Background: an optimization exercise with open tools, aiming at small area. Do not read the settings as production practice.
The RTL was checked by simulation tests, not by an equivalence proof against the original design.

==> run a <==
// filter_median_top
module filter_median_top (
  input        clk, rst_n,
  input  [7:0] pixel,
  output [7:0] median
);
==> module median_delay, before the edit <==
module median_delay (
  input            clk, rst_n,
  input      [7:0] d,
  output reg [7:0] q
);
  reg [7:0] d1, d2;
  always @(posedge clk or negedge rst_n) begin
    if (!rst_n) begin
      d1 <= 8'd0; d2 <= 8'd0; q <= 8'd0;
    end else begin
      d1 <= d; d2 <= d1; q <= d2;
    end
  end
endmodule
==> module median_select, before the edit <==
module median_select (
  input  [7:0] w0, w1, w2, w3, w4, w5, w6, w7, w8,
  input  [3:0] r0, r1, r2, r3, r4, r5, r6, r7, r8,
  output [7:0] med
);
  assign med = ({8{r0 == 4'd4}} & w0) | ({8{r1 == 4'd4}} & w1) |
               ({8{r2 == 4'd4}} & w2) | ({8{r3 == 4'd4}} & w3) |
               ({8{r4 == 4'd4}} & w4) | ({8{r5 == 4'd4}} & w5) |
               ({8{r6 == 4'd4}} & w6) | ({8{r7 == 4'd4}} & w7) |
               ({8{r8 == 4'd4}} & w8);
endmodule
==> module filter_median_top, before the edit <==
module filter_median_top (
  input        clk, rst_n,
  input  [7:0] pixel,
  output [7:0] median
);
  reg  [7:0] w [0:8];
  reg  [3:0] r [0:8];
  wire [7:0] ge;
  wire [7:0] med_sel;
  wire [7:0] npix = ~pixel;
  genvar i;
  generate for (i = 0; i < 8; i = i + 1) begin : g_cmp
    wire [8:0] c;
    assign c[0] = 1'b0;
    genvar b;
    for (b = 0; b < 8; b = b + 1) begin : g_bit
      assign c[b+1] = (w[i][b] & npix[b]) | (w[i][b] & c[b]) | (npix[b] & c[b]);
    end
    assign ge[i] = ~c[8];
  end endgenerate
  wire [3:0] r_new = ge[0] + ge[1] + ge[2] + ge[3] + ge[4] + ge[5] + ge[6] + ge[7];
  generate for (i = 0; i < 8; i = i + 1) begin : g_upd
    wire       up   = ~ge[i];
    wire       down = r[8] < r[i];
    wire [3:0] r_upd = r[i] + {{3{down & ~up}}, up ^ down};
    always @(posedge clk or negedge rst_n) begin
      if (!rst_n) begin
        w[i+1] <= 8'd0;
        r[i+1] <= 4'd7 - i;
      end else begin
        w[i+1] <= w[i];
        r[i+1] <= r_upd;
      end
    end
  end endgenerate
  always @(posedge clk or negedge rst_n) begin
    if (!rst_n) begin
      w[0] <= 8'd0;
      r[0] <= 4'd8;
    end else begin
      w[0] <= pixel;
      r[0] <= r_new;
    end
  end
  median_select u_sel (
    .w0(w[0]), .w1(w[1]), .w2(w[2]), .w3(w[3]), .w4(w[4]),
    .w5(w[5]), .w6(w[6]), .w7(w[7]), .w8(w[8]),
    .r0(r[0]), .r1(r[1]), .r2(r[2]), .r3(r[3]), .r4(r[4]),
    .r5(r[5]), .r6(r[6]), .r7(r[7]), .r8(r[8]),
    .med(med_sel)
  );
  median_delay u_dly (.clk(clk), .rst_n(rst_n), .d(med_sel), .q(median));
endmodule
export LEC_CHECK = 0
export ABC_AREA = 1
export CAP_MARGIN = 20
export CORE_MARGIN = 2
export CORE_UTILIZATION = 40
export SLEW_MARGIN = 20
create_clock -name core_clock -period 6.7 [get_ports {clk}]
run.sh (not shown) runs the stock make flow with config.mk's settings and CLKGATE_MAP_FILE= SYNTH_SCRIPT=/design/flow/synth_recipe.tcl, a recipe that flattens the netlist after the stock synthesis.
==> run b: changes against run a <==
==> flow/design.v (replaced) <==
module filter_median_top (
  input        clk, rst_n,
  input  [7:0] pixel,
  output [7:0] median
);
  reg  [7:0] s [0:9];
  reg  [3:0] s10;           
  reg  [8:0] hi, lo;        
  reg  [3:0] mtop;          
  reg  [7:0] med_q;
  integer k;
  always @(posedge clk or negedge rst_n) begin
    if (!rst_n) begin
      for (k = 0; k < 10; k = k + 1) s[k] <= 8'd0;
      s10 <= 4'd0;
    end else begin
      s[0] <= pixel;
      for (k = 1; k < 10; k = k + 1) s[k] <= s[k-1];
      s10 <= s[9][3:0];
    end
  end
  wire [8:0] hiA [0:4];
  wire [8:0] loA [0:4];
  wire [3:0] mA;
  assign hiA[0] = 9'd0;
  assign loA[0] = 9'd0;
  genvar b, i;
  generate for (b = 0; b < 4; b = b + 1) begin : g_a
    wire [8:0] e;
    for (i = 0; i < 9; i = i + 1) begin : g_e
      assign e[i] = hiA[b][i] | (s[i+1][7-b] & ~loA[b][i]);
    end
    assign mA[3-b] = maj9(e);
    assign hiA[b+1] = hiA[b] | (e & {9{~mA[3-b]}});
    assign loA[b+1] = loA[b] | (~e & {9{mA[3-b]}});
  end endgenerate
  always @(posedge clk or negedge rst_n) begin
    if (!rst_n) begin
      hi <= 9'd0; lo <= 9'd0; mtop <= 4'd0;
    end else begin
      hi <= hiA[4]; lo <= loA[4]; mtop <= mA;
    end
  end
  wire [3:0] low [0:8];
  generate for (i = 0; i < 8; i = i + 1) begin : g_low
    assign low[i] = s[i+2][3:0];
  end endgenerate
  assign low[8] = s10;
  wire [8:0] hiB [0:4];
  wire [8:0] loB [0:4];
  wire [3:0] mB;
  assign hiB[0] = hi;
  assign loB[0] = lo;
  generate for (b = 0; b < 4; b = b + 1) begin : g_b
    wire [8:0] e;
    for (i = 0; i < 9; i = i + 1) begin : g_e
      assign e[i] = hiB[b][i] | (low[i][3-b] & ~loB[b][i]);
    end
    assign mB[3-b] = maj9(e);
    assign hiB[b+1] = hiB[b] | (e & {9{~mB[3-b]}});
    assign loB[b+1] = loB[b] | (~e & {9{mB[3-b]}});
  end endgenerate
  always @(posedge clk or negedge rst_n) begin
    if (!rst_n) med_q <= 8'd0;
    else        med_q <= {mtop, mB};
  end
  assign median = med_q;
  function maj9(input [8:0] v);
    reg [3:0] n;
    begin
      n = v[0] + v[1] + v[2] + v[3] + v[4] + v[5] + v[6] + v[7] + v[8];
      maj9 = n >= 4'd5;
    end
  endfunction
endmodule
ABC_AREA = default   (was 1)
==> run summary <==
quantity	run a	run b
Result of the run	no timing/DRC/antenna violations	finished with violations
Violated checks	-	setup timing
Number of nets produced by synthesis	827	634
Fin Clk Skew	0.00624 ns	0.00735 ns
Number of register bits inferred by synthesis	132	114
Number of failing setup endpoints in the final timing report	0	24
Share of the synthesized area in compound gates (AO/OA/AOI/OAI)	9.35%	21.4%
Sequential standard cell area	3320 sq um	2850 sq um
Register-to-Register Path Depth	18	66
CORE AREA	16600 sq um	15200 sq um
Global Route Usage Sum	16.2%	21.5%
Post-layout util	46.9%	59.8%
Starting utilization of the core area	40.8%	40.9%
Count of cells resized by post-cts repair	0	59
Growth of design area from synthesis to finish	14.9%	46.2%
Non-Clock Inverter Count	207	70
Detail Route met2 WL	6.00 mm	8.25 mm
Routed length per instance	13.0 um	16.6 um
Buffer share of cell area	2.30%	19.8%
Post-synthesis instance total	746	568
Xor/xnor share of the synthesized area	3.23%	0%
Adder-cell share of the synthesized area	14.4%	20.6%
Peak fanout along the critical path	10	7
Post-route non-filler standard cell count	1009	989
Global routing met1 resource utilization	22.2%	27.7%
Buffers inserted during post-CTS setup optimization	0	58
Setup crit start	pixel[4]	s[4][7]

==> what the ideal ports hide <==
In the flow no input, the clock included, has a driving cell. The finished layouts below were timed again as built, in two steps.
Step 1 sets driving cells, clkbuf_16 on the clock port and buf_2 on the other inputs (assumed; they add their load-dependent delay and slew).
Step 2 moves the port delays by t, midway between the first and last clock arrival at a register: inputs arrive t later, outputs are due t later. That takes back most of the time a late clock gives input paths.
a / b / c = ideal ports / drivers / drivers and shift; a / b = the first two.
| run | shift t [ns] | slack for setup (ns) | worst setup path after step 2 | latest minus earliest clock arrival (ns) | worst slew at a driven data input, ns |
|---|---|---|---|---|---|
| run a | 0.457 | 1.896 / 1.914 / 1.457 | input to register | 0.008 / 0.008 | 0.04 |
| run b | 0.464 | -7.442 / -7.442 / -7.442 | register to register | 0.009 / 0.009 | 0.03 |
The setup slack of run a, which loses most, moves by +0.018 ns with the drivers and by -0.439 ns with both steps.
